Background: an optimization exercise with open tools, aiming at small area. Do not read the settings as production practice. In this exercise RTL edits were held to simulation tests only and were not proved equivalent to the original. The flow treats the clock pin as an ideal source. Dropping or thinning the clock tree relies on that and would not hold on a real chip. No activity file was given, so power comes from the tool's default toggle rates.

try-sierra:
==> module sync_fifo_sp, before the edit <==
module sync_fifo_sp #(
	parameter W_WIDTH = 32,
	parameter R_WIDTH = 8,
	parameter DEPTH   = 24
)(
	input                          clk,
	input                          rst_n,
	input                          wr_en,
	input      [W_WIDTH-1:0]       din,
	input                          rd_en,
	output     [R_WIDTH-1:0]       dout,
	output                         wfull,
	output                         rempty,
	output     [$clog2(DEPTH):0]   fifo_cnt
);
localparam AW = $clog2(DEPTH);
localparam SP = W_WIDTH / R_WIDTH;
localparam KW = $clog2(SP);
localparam NB = DEPTH * SP;           
localparam NG = NB / 3;               
localparam N4 = NG / 4;               
reg [AW-1:0] w_ptr;
reg [AW-1:0] r_ptr;       
reg [KW-1:0] k;           
reg          busy;
reg [AW-1:0] cnt;         
assign fifo_cnt = {1'b0, cnt};
assign wfull  = cnt[AW-1] & cnt[AW-2];
assign rempty = cnt == 0;
wire wacc = wr_en & ~wfull;
wire fin  = busy & (k == SP - 1);
wire racc = rd_en & ~rempty & ~(fin & (cnt == 1));
wire w_lo7 = &w_ptr[2:0];
wire r_lo7 = &r_ptr[2:0];
wire [1:0] w_hi_n = (w_ptr[4:3] == 2'd2) ? 2'd0 : w_ptr[4:3] + 1'b1;
wire [1:0] r_hi_n = (r_ptr[4:3] == 2'd2) ? 2'd0 : r_ptr[4:3] + 1'b1;
always @(posedge clk or negedge rst_n) begin
	if (~rst_n) begin
		w_ptr <= 0;
		r_ptr <= 0;
		busy  <= 1'b0;
		k     <= 0;
		cnt   <= 0;
	end else begin
		if (wacc) begin
			w_ptr[2:0] <= w_ptr[2:0] + 1'b1;
			if (w_lo7)
				w_ptr[4:3] <= w_hi_n;
		end
		if (fin) begin
			r_ptr[2:0] <= r_ptr[2:0] + 1'b1;
			if (r_lo7)
				r_ptr[4:3] <= r_hi_n;
		end
		busy <= (busy & ~fin) | racc;
		if (busy)
			k <= k + 1'b1;
		if (wacc & ~fin)
			cnt <= cnt + 1'b1;
		else if (~wacc & fin)
			cnt <= cnt - 1'b1;
	end
end
reg  [W_WIDTH-1:0] mem   [0:DEPTH-1];
wire [W_WIDTH-1:0] mem_d [0:DEPTH-1];
wire [NB-1:0]      bsel;               
wire [R_WIDTH-1:0] rd_byte;
genvar i, b, g;
wire [7:0]    wlo, rlo_n;
wire [2:0]    whi;
wire [3*SP-1:0] rhk_n;
generate
fifo_dec_wlo u_wlo (.a(w_ptr[2:0]), .y(wlo));
fifo_dec_whi u_whi (.a(w_ptr[AW-1:3]), .en(wacc), .y(whi));
fifo_dec_lo u_rlo (.a(r_ptr[2:0]), .yn(rlo_n));
fifo_dec_hk u_rhk (.h(r_ptr[AW-1:3]), .k(k), .yn(rhk_n));
for (i = 0; i < DEPTH; i = i + 1) begin : g_word
	wire we, wen;
	fifo_nand2 u_wdec (.a(whi[i / 8]), .b(wlo[i % 8]), .y(wen));
	fifo_inv   u_winv (.a(wen), .y(we));
	for (b = 0; b < W_WIDTH; b = b + 1) begin : g_bit
		fifo_ao22 u_hold (.a1(we), .a2(din[b]), .b1(wen), .b2(mem[i][b]), .y(mem_d[i][b]));
	end
	always @(posedge clk)
		mem[i] <= mem_d[i];
	for (b = 0; b < SP; b = b + 1) begin : g_byte
		fifo_nor2 u_sel (.a(rlo_n[i % 8]), .b(rhk_n[(i / 8)*SP + b]), .y(bsel[i*SP + b]));
	end
end
for (b = 0; b < R_WIDTH; b = b + 1) begin : g_out
	wire [NG-1:0] t1;
	wire [N4-1:0] t2;
	wire [3:0]    t3;
	for (g = 0; g < NG; g = g + 1) begin : g_aoi
		fifo_aoi222 u_aoi (
			.a1(bsel[3*g]),     .a2(mem[(3*g)   / SP][((3*g)   % SP)*R_WIDTH + b]),
			.b1(bsel[3*g + 1]), .b2(mem[(3*g+1) / SP][((3*g+1) % SP)*R_WIDTH + b]),
			.c1(bsel[3*g + 2]), .c2(mem[(3*g+2) / SP][((3*g+2) % SP)*R_WIDTH + b]),
			.y(t1[g]));
	end
	for (g = 0; g < N4; g = g + 1) begin : g_nand
		fifo_nand4 u_nand (.a(t1[4*g]), .b(t1[4*g+1]), .c(t1[4*g+2]), .d(t1[4*g+3]), .y(t2[g]));
	end
	for (g = 0; g < 4; g = g + 1) begin : g_nor
		fifo_nor2 u_nor (.a(t2[2*g]), .b(t2[2*g+1]), .y(t3[g]));
	end
	fifo_nand4 u_out (.a(t3[0]), .b(t3[1]), .c(t3[2]), .d(t3[3]), .y(rd_byte[b]));
end
endgenerate
assign dout = rd_byte;
endmodule
==> module fifo_dec_wlo, before the edit <==
module fifo_dec_wlo (input [2:0] a, output [7:0] y);
genvar i;
generate
for (i = 0; i < 8; i = i + 1) begin : g
	assign y[i] = a == i;
end
endgenerate
endmodule
==> module fifo_dec_whi, before the edit <==
module fifo_dec_whi (input [1:0] a, input en, output [2:0] y);
assign y = {en & (a == 2'd2), en & (a == 2'd1), en & (a == 2'd0)};
endmodule
==> flow/config.mk <==
export PLATFORM = sky130hd
export DESIGN_NAME = sync_fifo_sp
export DESIGN_NICKNAME = sync_fifo_sp
export VERILOG_FILES = /design/flow/design.v
export SDC_FILE = /design/flow/constraint.sdc
export NUM_CORES = 4
export LEC_CHECK = 0
export CAP_MARGIN = 20
export CORE_MARGIN = 2
export CORE_UTILIZATION = 75
export PLACE_DENSITY = 0.85
export SLEW_MARGIN = 20
export SYNTH_HIERARCHICAL = 1
export SYNTH_MINIMUM_KEEP_SIZE = 0
==> flow/constraint.sdc <==
create_clock -name core_clock -period 5.0 [get_ports {clk}]
set_input_delay 1.0000 -clock core_clock [delete_from_list [all_inputs] [get_ports {clk}]]
set_output_delay 1.0000 -clock core_clock [all_outputs]
set_load 0.01 [all_outputs]
standard.sh (not shown) runs the stock make flow with config.mk's settings and CLKGATE_MAP_FILE= SYNTH_SCRIPT=/design/flow/synth_recipe.tcl, a recipe that flattens the netlist after the stock synthesis.
==> flow/flow/run.sh <==
#!/bin/bash
# The standard layout (bash standard.sh), with two changes:
#  - the clock tree is built by cts_tree.tcl (sourced as the PRE_CTS hook, it
#    replaces clock_tree_synthesis): flip-flops split by recursive bisection
#    into groups of CTREE_LEAF_SIZE, each driven by one inverter, the leaf
#    inverters grouped under mid-level inverters, all under one root buffer;
#  - port buffers of the smallest buffer cell (repair may still resize them).
set -euo pipefail
cd "$(dirname "$0")/.."
export PRE_CTS_TCL="$PWD/flow/cts_tree.tcl"
export CTREE_LEAF_CELL=sky130_fd_sc_hd__inv_8
export CTREE_LEAF_SIZE=20
export CTREE_MID_CELL=sky130_fd_sc_hd__inv_12
export CTREE_MID_SIZE=5
export CTREE_ROOT_CELL=sky130_fd_sc_hd__clkbuf_16
export BUFFER_PORTS_ARGS="-buffer_cell sky130_fd_sc_hd__buf_1"
bash standard.sh > standard.log 2>&1
Other scripts of this flow, unchanged in this note and not shown: flow/flow/cts_tree.tcl
[inputs] try-willow vs try-sierra
--- a/flow/design.v
+++ b/flow/design.v
@@ -69,10 +69,14 @@
 wire [7:0]    wlo, rlo_n;
 wire [2:0]    whi;
 wire [3*SP-1:0] rhk_n;
 generate
-fifo_dec_wlo u_wlo (.a(w_ptr[2:0]), .y(wlo));
-fifo_dec_whi u_whi (.a(w_ptr[AW-1:3]), .en(wacc), .y(whi));
+for (i = 0; i < 8; i = i + 1) begin : g_lo
+	assign wlo[i] = w_ptr[2:0] == i;
+end
+for (i = 0; i < 3; i = i + 1) begin : g_hi
+	assign whi[i] = wacc & (w_ptr[AW-1:3] == i);
+end
 fifo_dec_lo u_rlo (.a(r_ptr[2:0]), .yn(rlo_n));
 fifo_dec_hk u_rhk (.h(r_ptr[AW-1:3]), .k(k), .yn(rhk_n));
 for (i = 0; i < DEPTH; i = i + 1) begin : g_word
 	wire we, wen;
@@ -130,19 +134,8 @@
 	end
 end
 endgenerate
 endmodule
-module fifo_dec_wlo (input [2:0] a, output [7:0] y);
-genvar i;
-generate
-for (i = 0; i < 8; i = i + 1) begin : g
-	assign y[i] = a == i;
-end
-endgenerate
-endmodule
-module fifo_dec_whi (input [1:0] a, input en, output [2:0] y);
-assign y = {en & (a == 2'd2), en & (a == 2'd1), en & (a == 2'd0)};
-endmodule
 module fifo_dec_h (input [1:0] a, output [2:0] y);
 assign y = {a == 2'd2, a == 2'd1, a == 2'd0};
 endmodule
 module fifo_dec_k (input [1:0] a, output [3:0] y);
Notes after the runs:
- On sequential share of layout area, try-willow tracks try-sierra almost exactly.
- When the final numbers for try-willow and try-sierra were put side by side, the final-layout fill cell count turned out to be greater in try-willow.
- try-willow -> try-sierra: cell area flat
- try-sierra → try-willow: number of violations reported at the end of detailed-routing iteration 0 moved down, compound-gate portion of the synthesized area level.
- ~same share of the core filled with cells in try-willow and try-sierra
- In terms of die area, try-willow and try-sierra differ only marginally.
- Final critical-path setup slack on try-willow is up relative to try-sierra.
- Per the comparison of try-willow with try-sierra, power moved down; synthesized cell count +8; simple-gate share of the synthesized area now sits at about the same level; wire length per cell after detailed routing moved down; post-detailed-routing wire length dropped 3.0 mm.
In every run of this note, the design's own scripts or RTL, not TritonCTS, make the clock network.

---

sync_fifo_sp, a different RTL version from the one above (not shown whole).
Size in the first run: roughly 790 flip-flops, about 52 I/O pins.
==> module sync_fifo_sp, before the edit <==
module sync_fifo_sp #(
	parameter W_WIDTH = 32,
	parameter R_WIDTH = 8,
	parameter DEPTH   = 24
)(
	input                          clk,
	input                          rst_n,
	input                          wr_en,
	input      [W_WIDTH-1:0]       din,
	input                          rd_en,
	output     [R_WIDTH-1:0]       dout,
	output                         wfull,
	output                         rempty,
	output     [$clog2(DEPTH):0]   fifo_cnt
);
localparam AW = $clog2(DEPTH);
localparam SP = W_WIDTH / R_WIDTH;
localparam KW = $clog2(SP);
localparam NB = DEPTH * SP;           
localparam NG = NB / 3;               
localparam N4 = NG / 4;               
reg [AW-1:0] w_ptr;
reg [AW-1:0] r_ptr;       
reg [KW-1:0] k;           
reg          busy;
reg [R_WIDTH-1:0] dout_q;
reg [AW-1:0] cnt;         
assign fifo_cnt = {1'b0, cnt};
assign wfull  = cnt[AW-1] & cnt[AW-2];
assign rempty = cnt == 0;
assign dout   = dout_q;
wire wacc = wr_en & ~wfull;
wire fin  = busy & (k == 0);
wire racc = rd_en & ~rempty & ~(fin & (cnt == 1));
wire busy_d = (busy & ~fin) | racc;
always @(posedge clk or negedge rst_n) begin
	if (~rst_n) begin
		w_ptr    <= 0;
		r_ptr    <= 0;
		busy     <= 1'b0;
		k        <= 0;
		cnt      <= 0;
	end else begin
		if (wacc)
			w_ptr <= (w_ptr == DEPTH - 1) ? 0 : w_ptr + 1'b1;
		busy <= busy_d;
		if (busy_d) begin
			k <= k + 1'b1;
			if (k == SP - 1)
				r_ptr <= (r_ptr == DEPTH - 1) ? 0 : r_ptr + 1'b1;
		end
		if (wacc & ~fin)
			cnt <= cnt + 1'b1;
		else if (~wacc & fin)
			cnt <= cnt - 1'b1;
	end
end
reg  [W_WIDTH-1:0] mem   [0:DEPTH-1];
wire [W_WIDTH-1:0] mem_d [0:DEPTH-1];
wire [DEPTH-1:0]   rsel_n;
wire [SP-1:0]      ksel_n;
wire [NB-1:0]      bsel;               
wire [R_WIDTH-1:0] rd_byte;
genvar i, b, g;
wire [7:0] wlo, rlo;
wire [2:0] whi, rhi;
generate
for (i = 0; i < 8; i = i + 1) begin : g_lo
	assign wlo[i] = w_ptr[2:0] == i;
	assign rlo[i] = r_ptr[2:0] == i;
end
for (i = 0; i < 3; i = i + 1) begin : g_hi
	assign whi[i] = wacc & (w_ptr[AW-1:3] == i);
	assign rhi[i] = r_ptr[AW-1:3] == i;
end
for (b = 0; b < SP; b = b + 1) begin : g_k
	assign ksel_n[b] = k != b;
end
for (i = 0; i < DEPTH; i = i + 1) begin : g_word
	wire we, wen;
	fifo_nand2 u_wdec (.a(whi[i / 8]), .b(wlo[i % 8]), .y(wen));
	fifo_inv   u_winv (.a(wen), .y(we));
	for (b = 0; b < W_WIDTH; b = b + 1) begin : g_bit
		fifo_ao22 u_hold (.a1(we), .a2(din[b]), .b1(wen), .b2(mem[i][b]), .y(mem_d[i][b]));
	end
	always @(posedge clk)
		mem[i] <= mem_d[i];
	fifo_nand2 u_rdec (.a(rhi[i / 8]), .b(rlo[i % 8]), .y(rsel_n[i]));
	for (b = 0; b < SP; b = b + 1) begin : g_byte
		fifo_nor2 u_sel (.a(rsel_n[i]), .b(ksel_n[b]), .y(bsel[i*SP + b]));
	end
end
for (b = 0; b < R_WIDTH; b = b + 1) begin : g_out
	wire [NG-1:0] t1;
	wire [N4-1:0] t2;
	wire [3:0]    t3;
	for (g = 0; g < NG; g = g + 1) begin : g_aoi
		fifo_aoi222 u_aoi (
			.a1(bsel[3*g]),     .a2(mem[(3*g)   / SP][((3*g)   % SP)*R_WIDTH + b]),
			.b1(bsel[3*g + 1]), .b2(mem[(3*g+1) / SP][((3*g+1) % SP)*R_WIDTH + b]),
			.c1(bsel[3*g + 2]), .c2(mem[(3*g+2) / SP][((3*g+2) % SP)*R_WIDTH + b]),
			.y(t1[g]));
	end
	for (g = 0; g < N4; g = g + 1) begin : g_nand
		fifo_nand4 u_nand (.a(t1[4*g]), .b(t1[4*g+1]), .c(t1[4*g+2]), .d(t1[4*g+3]), .y(t2[g]));
	end
	for (g = 0; g < 4; g = g + 1) begin : g_nor
		fifo_nor2 u_nor (.a(t2[2*g]), .b(t2[2*g+1]), .y(t3[g]));
	end
	fifo_nand4 u_out (.a(t3[0]), .b(t3[1]), .c(t3[2]), .d(t3[3]), .y(rd_byte[b]));
end
endgenerate
always @(posedge clk)
	dout_q <= rd_byte;
endmodule
==> module fifo_inv, before the edit <==
module fifo_inv (input a, output y);
assign y = ~a;
endmodule
Settings: LEC_CHECK=0, CAP_MARGIN=20, CORE_MARGIN=2, CORE_UTILIZATION=55, CTS_BUF_LIST=sky130_fd_sc_hd__clkbuf_8, CTS_CLUSTER_DIAMETER=50, CTS_CLUSTER_SIZE=16, PLACE_DENSITY=0.65, SLEW_MARGIN=20, SYNTH_HIERARCHICAL=1, SYNTH_MINIMUM_KEEP_SIZE=0; clock period 5.0 ns.
Scripts as last shown in full above: flow/flow/run.sh
Other scripts of this flow, unchanged in this note and not shown: flow/flow/cts_tree.tcl
Edit:
==> flow/design.v (replaced) <==
module sync_fifo_sp #(
	parameter W_WIDTH = 32,
	parameter R_WIDTH = 8,
	parameter DEPTH   = 24
)(
	input                          clk,
	input                          rst_n,
	input                          wr_en,
	input      [W_WIDTH-1:0]       din,
	input                          rd_en,
	output     [R_WIDTH-1:0]       dout,
	output                         wfull,
	output                         rempty,
	output reg [$clog2(DEPTH):0]   fifo_cnt
);
localparam AW = $clog2(DEPTH);
localparam SP = W_WIDTH / R_WIDTH;
localparam KW = $clog2(SP);
localparam NB = DEPTH * SP;           
localparam NG = NB / 3;               
localparam N4 = NG / 4;               
reg [AW-1:0] w_ptr;
reg [AW-1:0] r_ptr;       
reg [KW-1:0] k;           
reg          busy;
reg [R_WIDTH-1:0] dout_q;
assign wfull  = fifo_cnt == DEPTH;
assign rempty = fifo_cnt == 0;
assign dout   = dout_q;
wire wacc = wr_en & ~wfull;
wire fin  = busy & (k == 0);
wire racc = rd_en & ~rempty & ~(fin & (fifo_cnt == 1));
wire busy_d = (busy & ~fin) | racc;
always @(posedge clk or negedge rst_n) begin
	if (~rst_n) begin
		w_ptr    <= 0;
		r_ptr    <= 0;
		busy     <= 1'b0;
		k        <= 0;
		fifo_cnt <= 0;
	end else begin
		if (wacc)
			w_ptr <= (w_ptr == DEPTH - 1) ? 0 : w_ptr + 1'b1;
		busy <= busy_d;
		if (busy_d) begin
			k <= k + 1'b1;
			if (k == SP - 1)
				r_ptr <= (r_ptr == DEPTH - 1) ? 0 : r_ptr + 1'b1;
		end
		if (wacc & ~fin)
			fifo_cnt <= fifo_cnt + 1'b1;
		else if (~wacc & fin)
			fifo_cnt <= fifo_cnt - 1'b1;
	end
end
reg  [W_WIDTH-1:0] mem   [0:DEPTH-1];
wire [W_WIDTH-1:0] mem_d [0:DEPTH-1];
wire [DEPTH-1:0]   rsel_n;
wire [SP-1:0]      ksel_n;
wire [NB-1:0]      bsel;               
wire [R_WIDTH-1:0] rd_byte;
genvar i, b, g;
generate
for (b = 0; b < SP; b = b + 1) begin : g_k
	assign ksel_n[b] = k != b;
end
for (i = 0; i < DEPTH; i = i + 1) begin : g_word
	wire we = wacc & (w_ptr == i);
	for (b = 0; b < W_WIDTH; b = b + 1) begin : g_bit
		fifo_ao22 u_hold (.a1(we), .a2(din[b]), .b1(~we), .b2(mem[i][b]), .y(mem_d[i][b]));
	end
	always @(posedge clk)
		mem[i] <= mem_d[i];
	assign rsel_n[i] = r_ptr != i;
	for (b = 0; b < SP; b = b + 1) begin : g_byte
		fifo_nor2 u_sel (.a(rsel_n[i]), .b(ksel_n[b]), .y(bsel[i*SP + b]));
	end
end
for (b = 0; b < R_WIDTH; b = b + 1) begin : g_out
	wire [NG-1:0] t1;
	wire [N4-1:0] t2;
	wire [1:0]    t3;
	for (g = 0; g < NG; g = g + 1) begin : g_aoi
		fifo_aoi222 u_aoi (
			.a1(bsel[3*g]),     .a2(mem[(3*g)   / SP][((3*g)   % SP)*R_WIDTH + b]),
			.b1(bsel[3*g + 1]), .b2(mem[(3*g+1) / SP][((3*g+1) % SP)*R_WIDTH + b]),
			.c1(bsel[3*g + 2]), .c2(mem[(3*g+2) / SP][((3*g+2) % SP)*R_WIDTH + b]),
			.y(t1[g]));
	end
	for (g = 0; g < N4; g = g + 1) begin : g_nand
		fifo_nand4 u_nand (.a(t1[4*g]), .b(t1[4*g+1]), .c(t1[4*g+2]), .d(t1[4*g+3]), .y(t2[g]));
	end
	fifo_nor4 u_nor0 (.a(t2[0]), .b(t2[1]), .c(t2[2]), .d(t2[3]), .y(t3[0]));
	fifo_nor4 u_nor1 (.a(t2[4]), .b(t2[5]), .c(t2[6]), .d(t2[7]), .y(t3[1]));
	fifo_nand2 u_out (.a(t3[0]), .b(t3[1]), .y(rd_byte[b]));
end
endgenerate
always @(posedge clk)
	dout_q <= rd_byte;
endmodule
module fifo_ao22 (input a1, input a2, input b1, input b2, output y);
assign y = (a1 & a2) | (b1 & b2);
endmodule
module fifo_aoi222 (input a1, input a2, input b1, input b2, input c1, input c2, output y);
assign y = ~((a1 & a2) | (b1 & b2) | (c1 & c2));
endmodule
module fifo_nand4 (input a, input b, input c, input d, output y);
assign y = ~(a & b & c & d);
endmodule
module fifo_nor4 (input a, input b, input c, input d, output y);
assign y = ~(a | b | c | d);
endmodule
module fifo_nand2 (input a, input b, output y);
assign y = ~(a & b);
endmodule
module fifo_nor2 (input a, input b, output y);
assign y = ~(a | b);
endmodule
Effect: The new run finished clean. Worst setup slack degrades by 0.45 ns. Maximum frequency is lower by roughly a tenth. Wire length is higher by a few percent. Critical path depth stays the same. First-iteration DRC count is higher by about a fifth. Cell area is higher slightly. Via count is higher slightly. Power is higher by a few percent.
In every run of this note, the design's own scripts or RTL, not TritonCTS, make the clock network.

## separate check: timing with driven ports
The flow's constraints put no driver on any port. The routed layouts listed below were extracted and timed again, unchanged, in two steps. Step 1, drivers: a clkbuf_16 drives clk and a buf_2 each remaining input, both assumed. Step 2, shift: input delay + t, output delay - t, t = (earliest + latest rising clock arrival at the registers) / 2. This alone moves slack from input paths to output paths. Slacks: ideal ports / drivers / drivers and shift; pairs: ideal ports / drivers.
run | t, ns | setup slack, ns | latest minus earliest clock arrival (ns)
try-sierra | 0.628 | 0.073 / 0.008 / 0.636 | 0.017 / 0.018
try-willow | 0.613 | 0.279 / 0.221 / 0.833 | 0.015 / 0.015
the first run of note 2 | 0.623 | 1.673 / 1.673 / 1.377 | 0.018 / 0.018
the second run of note 2 | 0.632 | 1.221 / 1.221 / 1.221 | 0.020 / 0.020
After both steps setup and hold are still met in every run listed. The setup slack of the first run of note 2, which loses most, moves by 0.000 ns with the drivers and by -0.296 ns with both steps.
